This is an optimization exercise on Yosys and OpenROAD, whose aim is small area, not a production implementation. Function was checked by simulation only, so behaviour that the tests miss may differ from the original.

== main ==
// multiply
module multiply (
    input             clk,
    input      [26:0] input_a,
    input      [26:0] input_b,
    output reg [26:0] output_q,
    output            underflow
);
wire [17:0] ma = input_a[17:0];
wire [17:0] mb = input_b[17:0];
wire [7:0]  ea = input_a[25:18];
wire [7:0]  eb = input_b[25:18];
wire [8:0]  esum = ea + eb;
assign underflow = esum < 9'd127;
wire one0, two0, neg0, bpn_0_0, bpn_0_1, bpn_0_2, bpn_0_3, bpn_0_4, bpn_0_5, bpn_0_6, bpn_0_7, bpn_0_8;
wire bpn_0_9, bpn_0_10, bpn_0_11, bpn_0_12, bpn_0_13, bpn_0_14, bpn_0_15, bpn_0_16, bpn_0_17, bpn_0_18, one1, two1;
wire neg1, bpn_1_0, bpn_1_1, bpn_1_2, bpn_1_3, bpn_1_4, bpn_1_5, bpn_1_6, bpn_1_7, bpn_1_8, bpn_1_9, bpn_1_10;
wire bpn_1_11, bpn_1_12, bpn_1_13, bpn_1_14, bpn_1_15, bpn_1_16, bpn_1_17, bpn_1_18, one2, two2, neg2, bpn_2_0;
wire bpn_2_1, bpn_2_2, bpn_2_3, bpn_2_4, bpn_2_5, bpn_2_6, bpn_2_7, bpn_2_8, bpn_2_9, bpn_2_10, bpn_2_11, bpn_2_12;
wire bpn_2_13, bpn_2_14, bpn_2_15, bpn_2_16, bpn_2_17, bpn_2_18, one3, two3, neg3, bpn_3_0, bpn_3_1, bpn_3_2;
wire bpn_3_3, bpn_3_4, bpn_3_5, bpn_3_6, bpn_3_7, bpn_3_8, bpn_3_9, bpn_3_10, bpn_3_11, bpn_3_12, bpn_3_13, bpn_3_14;
wire bpn_3_15, bpn_3_16, bpn_3_17, bpn_3_18, one4, two4, neg4, bpn_4_0, bpn_4_1, bpn_4_2, bpn_4_3, bpn_4_4;
wire bpn_4_5, bpn_4_6, bpn_4_7, bpn_4_8, bpn_4_9, bpn_4_10, bpn_4_11, bpn_4_12, bpn_4_13, bpn_4_14, bpn_4_15, bpn_4_16;
wire bpn_4_17, bpn_4_18, one5, two5, neg5, bpn_5_0, bpn_5_1, bpn_5_2, bpn_5_3, bpn_5_4, bpn_5_5, bpn_5_6;
wire bpn_5_7, bpn_5_8, bpn_5_9, bpn_5_10, bpn_5_11, bpn_5_12, bpn_5_13, bpn_5_14, bpn_5_15, bpn_5_16, bpn_5_17, bpn_5_18;
wire one6, two6, neg6, bpn_6_0, bpn_6_1, bpn_6_2, bpn_6_3, bpn_6_4, bpn_6_5, bpn_6_6, bpn_6_7, bpn_6_8;
wire bpn_6_9, bpn_6_10, bpn_6_11, bpn_6_12, bpn_6_13, bpn_6_14, bpn_6_15, bpn_6_16, bpn_6_17, bpn_6_18, one7, two7;
  ...
export LEC_CHECK = 0
export CAP_MARGIN = 20
export CORE_MARGIN = 2
export CORE_UTILIZATION = 40
export PLACE_DENSITY = 0.6
export SLEW_MARGIN = 20
export SYNTH_HIERARCHICAL = 1
export SYNTH_MINIMUM_KEEP_SIZE = 0
create_clock -name core_clock -period 8.5 [get_ports {clk}]
standard.sh (not shown) runs the stock make flow with config.mk's settings and CLKGATE_MAP_FILE= SYNTH_SCRIPT=/design/flow/synth_recipe.tcl, a recipe that flattens the netlist after the stock synthesis.
==> flow/flow/run.sh <==
#!/bin/bash
# Layout flow: the standard flow, except that
#  - synthesis maps the logic with our own ABC script (flow/abc.script),
#    otherwise it is the standard flow's synthesis script unchanged;
#  - ports are buffered with the smallest buffer;
#  - non-critical gates are downsized after global routing (RECOVER_POWER).
set -euo pipefail
W=$(pwd)
{
  head -n 1 synth_recipe.tcl
  cat <<'EOT'
proc abc {args} {
  set i [lsearch -exact $args -script]
  if {$i >= 0} { lset args [expr {$i + 1}] $::env(MY_ABC_SCRIPT) }
  yosys abc {*}$args
}
EOT
  tail -n +2 synth_recipe.tcl
} > my_synth.tcl
export MY_ABC_SCRIPT=$W/flow/abc.script
EXTRA=()
[[ -f flow/extra.txt ]] && mapfile -t EXTRA < flow/extra.txt
bash standard.sh SYNTH_SCRIPT=$W/my_synth.tcl "${EXTRA[@]}" finish > make_finish.log 2>&1
==> flow/flow/abc.script <==
strash
dch
map
topo
stime -c
==> flow/flow/extra.txt <==
BUFFER_PORTS_ARGS=-buffer_cell sky130_fd_sc_hd__buf_1
RECOVER_POWER=100
Inputs modified between main and the feature branch:
Settings: ABC_AREA now 1, previously not set.
==> flow/run.sh (new file) <==
#!/bin/bash
# synth_recipe.tcl (not shown) runs the flow's synth.tcl, then flattens the netlist and writes it again
# the make line also repeats each setting of config.mk as NAME=value (left out here)
make -C /OpenROAD-flow-scripts/flow DESIGN_CONFIG=/design/flow/config.mk WORK_HOME=/design/flow/orfs CLKGATE_MAP_FILE= SYNTH_SCRIPT=/design/flow/synth_recipe.tcl finish
removed: flow/flow/run.sh
removed: flow/flow/abc.script
removed: flow/flow/extra.txt
removed: flow/standard.sh
--- outcome ---
The feature branch vs. main: share of the clock period used by the worst path after layout went down by 0.58 points. Between main and the feature branch, the weighted congestion reported at the end of routability-driven placement figures differ only marginally. The cell count along the critical path in the feature branch sits 39% above the value recorded for main. Fraction of final layout cells with drive strength greater than 1 in the feature branch is 6.5 points above main. The feature branch vs main, synthesized-area fraction occupied by and/or/nand/nor cells went up by 0.94 points.

[afterwards: timing with drivers on the ports]
The flow's constraints put no driver on any port. The routed layouts listed below were extracted and timed again, unchanged, in two steps.
Step 1 sets driving cells, clkbuf_16 on the clock port and buf_2 on the other inputs (assumed; they add their load-dependent delay and slew).
Step 2 also shifts input and output timing later by t, the mid clock arrival at the registers, as if the neighbouring blocks saw the same clock.
Three values: ideal, step 1, step 2; two values: the first two.
run	t (ns)	setup slack, ns	worst slew at a driven data input, ns	pins driven straight from the clock port
main	0.297	0.471 / 0.484 / 0.187	0.06	1
the feature branch	0.298	0.520 / 0.530 / 0.231	0.05	1
After both steps setup and hold are still met in every run listed. The setup slack of the feature branch, which loses most, moves by +0.010 ns with the drivers and by -0.289 ns with both steps.
